Source: an optimization exercise on an open RTL-to-GDS flow (aim: small area and a short achievable clock period). Production flows keep margins and buffers that such runs may drop.
Where RTL was checked, it was by simulation tests only, not by an equivalence proof against the original.

==> flow/design.v (excerpt) <==
module ENIGMA(
	clk,
	rst_n,
	in_valid,
	in_valid_2,
	crypt_mode,
	code_in,
	out_code,
	out_valid
);
For scale: about 5200 cells after synthesis, ~920 flip-flops, ~18 I/O pins, roughly 0.047 mm² of cells after synthesis.
clock: 15.0 ns
lec_check: 0
cap_margin: 20
core_margin: 2
core_utilization: 45
cts_cluster_diameter: 100
cts_cluster_size: 24
place_density: 0.6
slew_margin: 20
tns_end_percent: 5
standard.sh (not shown) runs the stock make flow with config.mk's settings and CLKGATE_MAP_FILE= SYNTH_SCRIPT=/design/flow/synth_recipe.tcl, a recipe that flattens the netlist after the stock synthesis.
==> flow/flow/run.sh <==
#!/bin/bash
set -euo pipefail
bash standard.sh finish SETUP_SLACK_MARGIN=10 > make_finish.log 2>&1
Then changed:
--- a/flow/design.v
+++ b/flow/design.v
@@ -107,28 +107,27 @@
 		nc[k] = win[{1'b1, w[1:0]} - k];
 end
 always @(posedge clk) begin
 	for (k = 0; k < 4; k = k + 1) begin
 		cand[k] <= nc[k];
 		cgrp[k] <= 8'd1 << nc[k][5:3];
 	end
 end
-reg [2:0] bsc [0:3];
 reg [5:0] s2;
 reg [2:0] bslot;
 reg [3:0] s2lo;              
 integer c;
 always @(*) begin
 	s2 = 6'd0;
 	bslot = 3'd0;
 	s2lo = 4'd0;
 	for (c = 0; c < 4; c = c + 1) begin
 		s2 = s2 | ({6{shh[c]}} & cand[c]);
-		bslot = bslot | ({3{shh[c]}} & bsc[c]);
+		bslot = bslot | ({3{shh[c]}} & pt[cand[c][2:0]]);
 		for (k = 0; k < 4; k = k + 1)
 			s2lo[k] = s2lo[k] | (shh[c] & (cand[c][1:0] == k));
 	end
 end
 reg [7:0] gsel;
 reg [5:0] bg [0:7];
 always @(*) begin
 	gsel = 8'd0;
@@ -170,22 +169,16 @@
                    hit_grp[1] | hit_grp[3] | hit_grp[5] | hit_grp[7]};
 wire [5:0] s5 = {s5hi, s5lo};
 wire [3:0] shn = mode ? s5q : s2lo;
 wire [2:0] ty = s3[2:0] ^ {3{mode}};
 reg [2:0] ptd [0:7];
 always @(*) begin
 	for (k = 0; k < 8; k = k + 1)
 		ptd[k] = pt[k] - 3'd1;
-end
-always @(posedge clk) begin
-	for (k = 0; k < 4; k = k + 1) begin
-		if (iv) bsc[k] <= nc[k][2:0];
-		else bsc[k] <= v1 ? ptd[grp_src(ty, nc[k][2:0])] : ptd[nc[k][2:0]];
-	end
 end
 always @(posedge clk) begin
 	if (iv) begin
 		ro_lag <= 6'd63;
 		shh    <= 4'b0001;
 		for (k = 0; k < 8; k = k + 1) begin
 			pt[k] <= k;
 			qt[k] <= k;
The new run finished clean. Final area goes down by roughly a tenth. Sequential share of layout area is higher by 4.0 points. Routed wire length fell by about a fifth. Register-to-register slack gets better by 2.2 ns. Die area shrinks by a little under a tenth. Final cell count came out lower by about a fifth. Non-clock buffer count falls by 180. Synthesized cell count falls by about a fifth.
For the first run of this note, only the layout was checked, not whether the RTL still works.

--- another note on this design; it stands on its own ---

== build 56 ==
==> flow/design.v (excerpt) <==
module ENIGMA(
	clk,
	rst_n,
	in_valid,
	in_valid_2,
	crypt_mode,
	code_in,
	out_code,
	out_valid
);
Settings: LEC_CHECK=0, CAP_MARGIN=20, CORE_MARGIN=2, CORE_UTILIZATION=60, PLACE_DENSITY=0.75, SLEW_MARGIN=20, TNS_END_PERCENT=5; clock period 15.0 ns.
standard.sh (not shown) runs the stock make flow with config.mk's settings and CLKGATE_MAP_FILE= SYNTH_SCRIPT=/design/flow/synth_recipe.tcl, a recipe that flattens the netlist after the stock synthesis.
==> flow/flow/run.sh <==
#!/bin/bash
set -euo pipefail
bash standard.sh finish SETUP_SLACK_MARGIN=10 > make_finish.log 2>&1
Both conditions hold for build 56: the flow ran to the end and the final layout passed the timing, design-rule and antenna checks.
Changes in build 11 relative to build 56:
- a change of CORE_UTILIZATION from 60 to 25
- a change of PLACE_DENSITY from 0.75 to 0.4
Findings:
In the reports for build 56 and build 11, the smaller fraction of the cycle the final worst path needs belongs to build 11. In build 11 the global placer's final weighted congestion turned out 17% lower than in build 56. Build 11 packs its core more loosely than build 56. Taking build 56 as the reference, in build 11 antenna diode count saw an increase, first-pass GRT wire length went up 14%, number of cells on the worst reg-to-reg path went down, largest fanout on the critical path now larger, critical path's largest stage delay climbed 50 ps. Comparing build 56 and build 11, the lower area growth from synthesis to layout is on build 56.
[inputs] build 71 vs build 11
- setting CTS_CLUSTER_SIZE to 24 for the first time
- setting CTS_CLUSTER_DIAMETER to 100 for the first time
- changing PLACE_DENSITY from 0.4 to 0.6
- changing CORE_UTILIZATION from 25 to 45
Notes after the runs:
- Diff build 11 -> build 71: worst setup slack rose 56 ps; floorplan die width fell 110 um; area of the core fell about 45%.
- Any difference in layout multi-input combinational cell count between build 11 and build 71 is small enough to ignore.
- Build 71: routed wire length lower than build 11
- Build 71 against build 11: final clock period utilization by the worst path fell by 0.37 points, synthesized net count stayed essentially flat, number of vias per cell after detailed routing rose by 1.4, global-route usage rose by 16 points, cell area fell by 4200 um^2.
Inputs modified between build 71 and build 70:
==> flow/flow/run.sh <==
#!/bin/bash
set -euo pipefail
bash standard.sh finish SETUP_SLACK_MARGIN=11 > make_finish.log 2>&1
Findings:
From build 71 to build 70 the numbers moved as follows: fmax grew by about 2%; clock-cell share of area held steady; cell count grew by 100.
Build 70 against build 71: routed wire length decreased 1.6%.
diff inputs: build 70 => build 95
- CTS_CLUSTER_DIAMETER: 100 -> unset
- CTS_CLUSTER_SIZE: 24 -> unset
==> flow/flow/run.sh <==
#!/bin/bash
set -euo pipefail
bash standard.sh finish SETUP_SLACK_MARGIN=10 > make_finish.log 2>&1
Results
Build 95 vs. build 70: sequential share of layout area has increased; met1 wire length has increased. Comparing build 95 against build 70, there is no change at all in first-pass iteration count of the detailed router. From build 95 to build 70, average cell area after synthesis did not move at all. Clock-buffer cell count (build 95 vs. build 70) increases by more than 100%. Between build 70 and build 95, the cell count along the critical path figures differ only marginally. Relative to build 70, the clock transition at the registers of the reported paths of build 95 is lower by 50 ps. Comparing build 70 and build 95, synthesis-to-layout area growth is higher on build 70.

==> separate check: timing with driven ports <==
The results above use ideal ports. As a check the final layouts listed here were re-extracted and re-timed, cells and wires unchanged.
Step 1 (the two cells are an assumption about what drives the block):
set clk [get_ports {clk}]
set_driving_cell -lib_cell sky130_fd_sc_hd__clkbuf_16 $clk
set_driving_cell -lib_cell sky130_fd_sc_hd__buf_2 [delete_from_list [all_inputs] $clk]
Step 2 also shifts input and output timing later by t, the mid clock arrival at the registers, as if the neighbouring blocks saw the same clock.
Slacks: no drivers / after step 1 / after step 2; pairs: no drivers / after step 1.
run	t (ns)	slack for setup (ns)	latest minus earliest clock arrival (ns)	worst slew at a driven data input, ns	pins driven straight from the clock port
the first run of note 1	0.783	7.628 / 7.628 / 7.628	0.068 / 0.069	0.08	1
the second run of note 1	0.768	9.865 / 9.865 / 9.865	0.061 / 0.061	0.03	1
build 56	0.738	9.789 / 9.789 / 9.789	0.032 / 0.033	0.05	1
build 11	0.824	9.900 / 9.900 / 9.900	0.079 / 0.079	0.04	1
build 71	0.740	9.956 / 9.956 / 9.956	0.041 / 0.041	0.15	1
build 70	0.726	10.056 / 10.056 / 10.056	0.055 / 0.054	0.05	1
build 95	0.764	9.896 / 9.896 / 9.896	0.040 / 0.040	0.15	1
After both steps setup and hold are still met in every run listed.
